Background: an optimization exercise with open tools, aiming at small area. Do not read the settings as production practice.
The RTL was checked by simulation tests, not by an equivalence proof against the original design.
The flow treats the clock pin as an ideal source. Dropping or thinning the clock tree relies on that and would not hold on a real chip.
No activity file was given, so power comes from the tool's default toggle rates.

==> flow/design.v <==
`timescale 1ns / 1ps
module memory_game(
	input clk,
	input reset,
	input rst,
	input btnTM,
	input [7:0] sw,
	output [7:0] LED,
	output [7:0] seg,
	output [2:0] an
	);
reg [3:0] dcnt;
reg dhalf;
wire dwrap = (dcnt == 4'd10);
wire tick = dwrap & ~dhalf;
always @(posedge clk)
	if (reset) begin
		dcnt <= 4'd0;
		dhalf <= 1'b0;
	end else if (dwrap) begin
		dcnt <= 4'd0;
		dhalf <= ~dhalf;
	end else
		dcnt <= dcnt + 4'd1;
reg r_s0, r_s1, r_st;
reg [3:0] r_cnt;
always @(posedge clk)
	if (reset) begin
		r_s0 <= 1'b0; r_s1 <= 1'b0; r_cnt <= 4'd0; r_st <= 1'b0;
	end else if (tick) begin
		r_s0 <= ~rst;
		r_s1 <= r_s0;
		if (r_st == r_s1)
			r_cnt <= 4'd0;
		else begin
			r_cnt <= r_cnt + 4'd1;
			if (&r_cnt) r_st <= ~r_st;
		end
	end
reg b_s0, b_s1, b_st;
reg [3:0] b_cnt;
always @(posedge clk)
	if (reset) begin
		b_s0 <= 1'b0; b_s1 <= 1'b0; b_cnt <= 4'd0; b_st <= 1'b0;
	end else if (tick) begin
		b_s0 <= ~btnTM;
		b_s1 <= b_s0;
		if (b_st == b_s1)
			b_cnt <= 4'd0;
		else begin
			b_cnt <= b_cnt + 4'd1;
			if (&b_cnt) b_st <= ~b_st;
		end
	end
wire rr = reset | r_st;    
reg [7:0] lfsr;
always @(posedge clk)
	if (reset)
		lfsr <= 8'd0;
	else
		lfsr <= {lfsr[6:0], ~(lfsr[7] ^ lfsr[3] ^ lfsr[2])};
reg enter;        
reg rng_pulse;    
reg pulse;        
reg show;         
reg [7:0] gen_level;
always @(posedge clk)
	if (rng_pulse)
		gen_level <= lfsr;
assign LED = show ? gen_level : 8'd0;
reg inc, inc_prev, inc_d;
reg [1:0] s_h;
reg [3:0] s_t, s_o;
always @(posedge clk) begin
	enter <= rr | b_st;
	inc <= ~rr & b_st & (gen_level == sw) & ~pulse;
	inc_prev <= inc;
	inc_d <= ~rr & inc & ~inc_prev;
end
always @(posedge clk)
	if (rr) begin
		s_h <= 2'd0; s_t <= 4'd0; s_o <= 4'd0;
	end else if (inc_d) begin
		if (s_h == 2'd2 && s_t == 4'd5 && s_o == 4'd5) begin
			s_h <= 2'd0; s_t <= 4'd0; s_o <= 4'd0;
		end else if (s_o == 4'd9) begin
			s_o <= 4'd0;
			if (s_t == 4'd9) begin
				s_t <= 4'd0;
				s_h <= s_h + 2'd1;
			end else
				s_t <= s_t + 4'd1;
		end else
			s_o <= s_o + 4'd1;
	end
reg [9:0] nval;
always @(*)
	if (s_h != 2'd0 || s_t != 4'd0)
		nval = 10'd95;
	else case (s_o)
		4'd0: nval = 10'd1023;
		4'd1: nval = 10'd946;
		4'd2: nval = 10'd839;
		4'd3: nval = 10'd762;
		4'd4: nval = 10'd648;
		4'd5: nval = 10'd572;
		4'd6: nval = 10'd457;
		4'd7: nval = 10'd381;
		4'd8: nval = 10'd286;
		4'd9: nval = 10'd190;
		default: nval = 10'd95;
	endcase
reg [9:0] lcnt;
wire ldone = &lcnt;
always @(posedge clk) begin
	if (reset | enter)
		lcnt <= ~nval;
	else
		lcnt <= lcnt + 10'd1;
	rng_pulse <= reset | enter;
	pulse <= reset | enter | (pulse & ~ldone);
	show <= ~reset & pulse & ~rng_pulse;
end
reg [6:0] dpc;
reg dinit;                
reg [3:0] dig1, dig2;     
wire mstep = &dpc[4:0];
wire [1:0] pos = dpc[6:5];
reg [3:0] dsel;
always @(*)
	case (pos)
		2'd0: dsel = s_o;
		2'd1: dsel = s_t;
		2'd2: dsel = {2'b00, s_h};
		default: dsel = 4'd0;
	endcase
always @(posedge clk) begin
	if (reset)
		dpc <= 7'd16;
	else
		dpc <= dpc + 7'd1;
	if (reset)
		dinit <= 1'b1;
	else if (mstep && pos == 2'd1)
		dinit <= 1'b0;
	if (mstep) begin
		dig1 <= dsel;
		dig2 <= dig1;
	end
end
reg [6:0] sev;
always @(*)
	case (dig2)
		4'd0: sev = 7'b1000000;
		4'd1: sev = 7'b1111001;
		4'd2: sev = 7'b0100100;
		4'd3: sev = 7'b0110000;
		4'd4: sev = 7'b0011001;
		4'd5: sev = 7'b0010010;
		4'd6: sev = 7'b0000010;
		4'd7: sev = 7'b1111000;
		4'd8: sev = 7'b0000000;
		default: sev = 7'b0011000;
	endcase
assign seg = {1'b1, sev | {7{dinit}}};
assign an = {~(~dinit & pos == 2'd0), ~(~dinit & pos == 2'd3), ~(~dinit & pos == 2'd2)};
endmodule
clock: 10.0 ns
lec_check: 0
cap_margin: 20
core_margin: 2
core_utilization: 40
slew_margin: 20
run.sh (not shown) runs the stock make flow with config.mk's settings and CLKGATE_MAP_FILE= SYNTH_SCRIPT=/design/flow/synth_recipe.tcl, a recipe that flattens the netlist after the stock synthesis.
==> next run, changes <==
--- a/flow/design.v
+++ b/flow/design.v
@@ -91,27 +91,23 @@
 			end else
 				s_t <= s_t + 4'd1;
 		end else
 			s_o <= s_o + 4'd1;
 	end
-reg [9:0] nval;
-always @(*)
-	if (s_h != 2'd0 || s_t != 4'd0)
-		nval = 10'd95;
-	else case (s_o)
-		4'd0: nval = 10'd1023;
-		4'd1: nval = 10'd946;
-		4'd2: nval = 10'd839;
-		4'd3: nval = 10'd762;
-		4'd4: nval = 10'd648;
-		4'd5: nval = 10'd572;
-		4'd6: nval = 10'd457;
-		4'd7: nval = 10'd381;
-		4'd8: nval = 10'd286;
-		4'd9: nval = 10'd190;
-		default: nval = 10'd95;
-	endcase
+wire big = (s_h != 2'd0) | (s_t != 4'd0);
+wire [9:0] nval =
+	big             ? 10'd95   :
+	(s_o == 4'd0)   ? 10'd1023 :
+	(s_o == 4'd1)   ? 10'd946  :
+	(s_o == 4'd2)   ? 10'd839  :
+	(s_o == 4'd3)   ? 10'd762  :
+	(s_o == 4'd4)   ? 10'd648  :
+	(s_o == 4'd5)   ? 10'd572  :
+	(s_o == 4'd6)   ? 10'd457  :
+	(s_o == 4'd7)   ? 10'd381  :
+	(s_o == 4'd8)   ? 10'd286  :
+	                  10'd190;
 reg [9:0] lcnt;
 wire ldone = &lcnt;
 always @(posedge clk) begin
 	if (reset | enter)
 		lcnt <= ~nval;
@@ -146,22 +142,17 @@
 	if (mstep) begin
 		dig1 <= dsel;
 		dig2 <= dig1;
 	end
 end
-reg [6:0] sev;
-always @(*)
-	case (dig2)
-		4'd0: sev = 7'b1000000;
-		4'd1: sev = 7'b1111001;
-		4'd2: sev = 7'b0100100;
-		4'd3: sev = 7'b0110000;
-		4'd4: sev = 7'b0011001;
-		4'd5: sev = 7'b0010010;
-		4'd6: sev = 7'b0000010;
-		4'd7: sev = 7'b1111000;
-		4'd8: sev = 7'b0000000;
-		default: sev = 7'b0011000;
-	endcase
+wire x3 = dig2[3], x2 = dig2[2], x1 = dig2[1], x0 = dig2[0];
+wire [6:0] sev;
+assign sev[0] = (~x3 & ~x2 & ~x1 & x0) | (x2 & ~x1 & ~x0);
+assign sev[1] = x2 & (x1 ^ x0);
+assign sev[2] = ~x2 & x1 & ~x0;
+assign sev[3] = (~x2 & ~x1 & x0) | (x2 & ~x1 & ~x0) | (x2 & x1 & x0);
+assign sev[4] = x0 | (x2 & ~x1);
+assign sev[5] = (~x3 & ~x2 & (x1 | x0)) | (x1 & x0);
+assign sev[6] = (~x3 & ~x2 & ~x1) | (x2 & x1 & x0);
 assign seg = {1'b1, sev | {7{dinit}}};
 assign an = {~(~dinit & pos == 2'd0), ~(~dinit & pos == 2'd3), ~(~dinit & pos == 2'd2)};
 endmodule
Effect: Cell area falls by roughly a tenth; fmax is higher slightly; non-clock buffer count went down by 1; area after synthesis goes down by about a fifth; hold slack loses 0.0060 ns; synthesized cell count is lower by roughly a tenth; worst setup slack gets better by 0.066 ns; clock power goes up by about a fifth; power is lower by a few percent; sequential cell count goes down by 17; clock skew goes up by 0.0056 ns; final cell count came out lower by roughly a tenth; routed wire length fell by roughly a tenth.


## violet
Another version of the RTL of memory_game (not shown whole).
Size in the first run: ~320 cells after synthesis, ~31 I/O pins, ~3000 µm² of cells after synthesis.
==> module memory_game, before the edit <==
module memory_game(
	input clk,
	input reset,
	input rst,
	input btnTM,
	input [7:0] sw,
	output [7:0] LED,
	output [7:0] seg,
	output [2:0] an
	);
reg [4:0] tks;
wire tick = tks[0] & ~tks[3] & ~tks[4];
always @(posedge clk)
	if (reset)
		tks <= 5'd4;
	else
		tks <= {tks[3:0], tks[4] ^ ~(tks[2] & ~tks[1] & tks[0])};
reg r_s0, r_s1, r_st;
reg [3:0] r_cnt;
always @(posedge clk)
	if (reset) begin
		r_s0 <= 1'b0; r_s1 <= 1'b0; r_cnt <= 4'd0; r_st <= 1'b0;
	end else if (tick) begin
		r_s0 <= ~rst;
		r_s1 <= r_s0;
		if (r_st == r_s1)
			r_cnt <= 4'd0;
		else begin
			r_cnt <= {r_cnt[2:0], r_cnt[3] ^ r_cnt[2] ^ (r_cnt[2:0] == 3'd0)};
			if (r_cnt == 4'd8) r_st <= ~r_st;
		end
	end
reg b_s0, b_s1, b_st;
reg [3:0] b_cnt;
always @(posedge clk)
	if (reset) begin
		b_s0 <= 1'b0; b_s1 <= 1'b0; b_cnt <= 4'd0; b_st <= 1'b0;
	end else if (tick) begin
		b_s0 <= ~btnTM;
		b_s1 <= b_s0;
		if (b_st == b_s1)
			b_cnt <= 4'd0;
		else begin
			b_cnt <= {b_cnt[2:0], b_cnt[3] ^ b_cnt[2] ^ (b_cnt[2:0] == 3'd0)};
			if (b_cnt == 4'd8) b_st <= ~b_st;
		end
	end
wire rr = reset | r_st;    
reg [7:0] lfsr;
always @(posedge clk)
	if (reset)
		lfsr <= 8'd0;
	else
		lfsr <= {lfsr[6:0], ~(lfsr[7] ^ lfsr[3] ^ lfsr[2])};
reg enter;        
reg rng_pulse;    
reg pulse;        
reg show;         
reg [7:0] gen_level;
always @(posedge clk)
	if (rng_pulse)
		gen_level <= lfsr;
assign LED = show ? gen_level : 8'd0;
reg inc, inc_d;
reg n_rst, n_inc, o_rst, o_inc;
reg [1:0] s_h;
reg [3:0] s_t, s_o;
wire mstep;
always @(posedge clk) begin
	enter <= rr | b_st;
	inc <= ~rr & b_st & (gen_level == sw) & ~pulse & ~inc;
	inc_d <= ~rr & inc;
end
always @(posedge clk)
	if (reset) begin
		n_rst <= 1'b0; n_inc <= 1'b0; o_rst <= 1'b0; o_inc <= 1'b0;
	end else if (mstep) begin
		o_rst <= n_rst; o_inc <= n_inc;
		n_rst <= r_st; n_inc <= inc_d;
	end else begin
		n_rst <= n_rst | r_st; n_inc <= n_inc | inc_d;
	end
wire c_o = mstep & o_inc;
wire c_t = c_o & s_o[0] & s_o[3];
wire c_h = c_t & s_t[0] & s_t[3];
wire s_clr = reset | (mstep & o_rst) |
	(c_o & s_h[1] & s_t[2] & ~s_t[1] & s_t[0] & s_o[2] & ~s_o[1] & s_o[0]);
always @(posedge clk) begin
	s_o[0] <= ~s_clr & (s_o[0] ^ c_o);
	s_o[1] <= ~s_clr & (s_o[1] ^ (c_o & s_o[0] & ~s_o[3]));
	s_o[2] <= ~s_clr & (s_o[2] ^ (c_o & s_o[0] & s_o[1]));
	s_o[3] <= ~s_clr & (s_o[3] ^ (c_o & s_o[0] & (s_o[3] | (s_o[1] & s_o[2]))));
	s_t[0] <= ~s_clr & (s_t[0] ^ c_t);
	s_t[1] <= ~s_clr & (s_t[1] ^ (c_t & s_t[0] & ~s_t[3]));
	s_t[2] <= ~s_clr & (s_t[2] ^ (c_t & s_t[0] & s_t[1]));
	s_t[3] <= ~s_clr & (s_t[3] ^ (c_t & s_t[0] & (s_t[3] | (s_t[1] & s_t[2]))));
	s_h[0] <= ~s_clr & (s_h[0] ^ c_h);
	s_h[1] <= ~s_clr & (s_h[1] ^ (c_h & s_h[0]));
end
wire big = (s_h != 2'd0) | (s_t != 4'd0);
wire [9:0] lval =
	big           ? 10'b0100101110 :
	(s_o == 4'd0) ? 10'b1111111111 :
	(s_o == 4'd1) ? 10'b0000000001 :
	(s_o == 4'd2) ? 10'b1011010111 :
	(s_o == 4'd3) ? 10'b1101111001 :
	(s_o == 4'd4) ? 10'b1011011001 :
	(s_o == 4'd5) ? 10'b1110110101 :
	(s_o == 4'd6) ? 10'b0100011101 :
	(s_o == 4'd7) ? 10'b1110010011 :
	(s_o == 4'd8) ? 10'b1001101001 :
	                10'b1000100110;
reg [9:0] lcnt;
wire ldone = (&lcnt) & ~rng_pulse;
always @(posedge clk) begin
	if (reset | enter)
		lcnt <= lval;
	else
		lcnt <= {lcnt[8:0], lcnt[9] ^ lcnt[6]};
	rng_pulse <= reset | enter;
	pulse <= reset | enter | (pulse & ~ldone);
	show <= ~reset & pulse & ~rng_pulse;
end
reg [4:0] dps;
reg [1:0] g;
reg dinit;                
assign mstep = (dps == 5'd30);
always @(posedge clk) begin
	if (reset)
		dps <= 5'd0;
	else
		dps <= {dps[3:0], dps[4] ^ dps[2] ^ (dps[3:0] == 4'd0)};
	if (reset)
		g <= 2'b00;
	else if (mstep)
		g <= {g[0], ~g[1]};
	if (reset)
		dinit <= 1'b1;
	else if (mstep && g == 2'b01)
		dinit <= 1'b0;
end
reg [3:0] dig2;
always @(*)
	case (g)
		2'b11: dig2 = s_o;
		2'b10: dig2 = s_t;
		2'b00: dig2 = {2'b00, s_h};
		default: dig2 = 4'd0;
	endcase
wire x3 = dig2[3], x2 = dig2[2], x1 = dig2[1], x0 = dig2[0];
wire [6:0] sev;
assign sev[0] = (~x3 & ~x2 & ~x1 & x0) | (x2 & ~x1 & ~x0);
assign sev[1] = x2 & (x1 ^ x0);
assign sev[2] = ~x2 & x1 & ~x0;
assign sev[3] = (~x2 & ~x1 & x0) | (x2 & ~x1 & ~x0) | (x2 & x1 & x0);
assign sev[4] = x0 | (x2 & ~x1);
assign sev[5] = (~x3 & ~x2 & (x1 | x0)) | (x1 & x0);
assign sev[6] = (~x3 & ~x2 & ~x1) | (x2 & x1 & x0);
assign seg = {1'b1, sev | {7{dinit}}};
assign an = {~(~dinit & g == 2'b00), ~(~dinit & g == 2'b10), ~(~dinit & g == 2'b11)};
endmodule
==> flow/config.mk <==
export PLATFORM = sky130hd
export DESIGN_NAME = memory_game
export DESIGN_NICKNAME = memory_game
export VERILOG_FILES = /design/flow/design.v
export SDC_FILE = /design/flow/constraint.sdc
export NUM_CORES = 4
export LEC_CHECK = 0
export CAP_MARGIN = 20
export CORE_MARGIN = 2
export CORE_UTILIZATION = 40
export SLEW_MARGIN = 20
==> flow/constraint.sdc <==
create_clock -name core_clock -period 10.0 [get_ports {clk}]
set_input_delay 2.0000 -clock core_clock [delete_from_list [all_inputs] [get_ports {clk}]]
set_output_delay 2.0000 -clock core_clock [all_outputs]
set_load 0.01 [all_outputs]
standard.sh (not shown) runs the stock make flow with config.mk's settings and CLKGATE_MAP_FILE= SYNTH_SCRIPT=/design/flow/synth_recipe.tcl, a recipe that flattens the netlist after the stock synthesis.
==> flow/flow/run.sh <==
#!/bin/bash
# The standard layout (standard.sh) with three changes:
#  - synthesis (flow/synth.tcl) is synth_recipe.tcl with ABC's mapping step
#    run with flow/abc_area.script and a 10 ns delay target instead of
#    ORFS's speed script; every other step, and so every register, is as in
#    the standard synthesis;
#  - port buffers use the smallest buffer (buf_1);
#  - the clk port drives three clkbuf_16, each placed at the centroid of a
#    group of flip-flops and driving that group (flow/pre_cts.tcl, run as
#    the PRE_CTS hook), in place of TritonCTS's H-tree.
# The full output of the flow goes to flow.log in this folder.
export MY_ABC_SCRIPT="$PWD/flow/abc_area.script"
export MY_ABC_D=10000
export BUFFER_PORTS_ARGS="-buffer_cell sky130_fd_sc_hd__buf_1"
export PRE_CTS_TCL="$PWD/flow/pre_cts.tcl"
export CUSTOM_CLKBUF=sky130_fd_sc_hd__clkbuf_16
export CUSTOM_CLK_GROUPS=3
bash standard.sh SYNTH_SCRIPT="$PWD/flow/synth.tcl" finish > flow.log 2>&1
Other scripts of this flow, unchanged in this note and not shown: flow/flow/abc_area.script, flow/flow/pre_cts.tcl, flow/flow/synth.tcl
Both conditions hold for violet: the flow ran to the end and the final layout passed the timing, design-rule and antenna checks.
Here is what was changed in the inputs of onyx compared with violet.
--- a/flow/design.v
+++ b/flow/design.v
@@ -97,30 +97,30 @@
 	s_t[3] <= ~s_clr & (s_t[3] ^ (c_t & s_t[0] & (s_t[3] | (s_t[1] & s_t[2]))));
 	s_h[0] <= ~s_clr & (s_h[0] ^ c_h);
 	s_h[1] <= ~s_clr & (s_h[1] ^ (c_h & s_h[0]));
 end
 wire big = (s_h != 2'd0) | (s_t != 4'd0);
 wire [9:0] lval =
-	big           ? 10'b0100101110 :
-	(s_o == 4'd0) ? 10'b1111111111 :
-	(s_o == 4'd1) ? 10'b0000000001 :
-	(s_o == 4'd2) ? 10'b1011010111 :
-	(s_o == 4'd3) ? 10'b1101111001 :
-	(s_o == 4'd4) ? 10'b1011011001 :
-	(s_o == 4'd5) ? 10'b1110110101 :
-	(s_o == 4'd6) ? 10'b0100011101 :
-	(s_o == 4'd7) ? 10'b1110010011 :
-	(s_o == 4'd8) ? 10'b1001101001 :
-	                10'b1000100110;
+	big           ? 10'b0000100010 :
+	(s_o == 4'd0) ? 10'b1010011011 :
+	(s_o == 4'd1) ? 10'b0001010010 :
+	(s_o == 4'd2) ? 10'b0010101011 :
+	(s_o == 4'd3) ? 10'b1000000011 :
+	(s_o == 4'd4) ? 10'b0000101011 :
+	(s_o == 4'd5) ? 10'b1111000001 :
+	(s_o == 4'd6) ? 10'b1110111001 :
+	(s_o == 4'd7) ? 10'b1110011010 :
+	(s_o == 4'd8) ? 10'b1000110011 :
+	                10'b1001110010;
 reg [9:0] lcnt;
-wire ldone = (&lcnt) & ~rng_pulse;
+wire ldone = (lcnt == 10'b1010011011) & ~rng_pulse;
 always @(posedge clk) begin
 	if (reset | enter)
 		lcnt <= lval;
 	else
-		lcnt <= {lcnt[8:0], lcnt[9] ^ lcnt[6]};
+		lcnt <= {lcnt[8:0], ~(lcnt[9] ^ lcnt[6])};
 	rng_pulse <= reset | enter;
 	pulse <= reset | enter | (pulse & ~ldone);
 	show <= ~reset & pulse & ~rng_pulse;
 end
 reg [4:0] dps;
 reg [1:0] g;
==> comparison <==
Summary: maximum frequency, onyx better than violet
Between violet and onyx, iteration-0 DRC count of the detailed router increased.
In the reports for violet and onyx, the larger synthesized area belongs to violet.
violet → onyx: number of non-clock inverters in the layout increased by 2 relative to the old numbers; final critical delay including setup and external delays now smaller; routed length per placed instance saw an increase.
Delta(logic depth of the worst register-to-register path, onyx - violet) < 0
Relative to violet, number of nets in the layout decreased by 9 in onyx.
Between onyx and violet, the area growth from synthesis to layout does not differ in any meaningful way.
Comparing violet and onyx, the lower die area was measured on onyx.
Of the two values seen for master of the slowest instance on the critical path, a21oi_1 was produced by onyx and dfxtp_1 by violet.
In every run of this note, the design's own scripts or RTL, not TritonCTS, make the clock network.

==> separate check: timing with driven ports <==
The flow's constraints put no driver on any port. The routed layouts listed below were extracted and timed again, unchanged, in two steps.
Step 1, drivers: a clkbuf_16 drives clk and a buf_2 each remaining input, both assumed.
Step 2 moves the port delays by t, midway between the first and last clock arrival at a register: inputs arrive t later, outputs are due t later. That takes back most of the time a late clock gives input paths.
Three values: no drivers, after step 1, after step 2; two values: the first two.
run | shift t [ns] | slack for setup (ns) | hold slack, ns | worst data-port slew with drivers (ns)
the first run of note 1 | 0.377 | 5.967 / 5.978 / 5.601 | 0.360 / 0.360 / 0.360 | 0.04
the second run of note 1 | 0.374 | 6.032 / 6.004 / 5.874 | 0.354 / 0.354 / 0.354 | 0.04
violet | 0.208 | 6.030 / 5.972 / 6.179 | 0.432 / 0.432 / 0.432 | 0.03
onyx | 0.214 | 6.087 / 6.027 / 6.240 | 0.433 / 0.433 / 0.433 | 0.03
After both steps setup and hold are still met in every run listed. The setup slack of the first run of note 1, which loses most, moves by +0.011 ns with the drivers and by -0.366 ns with both steps.
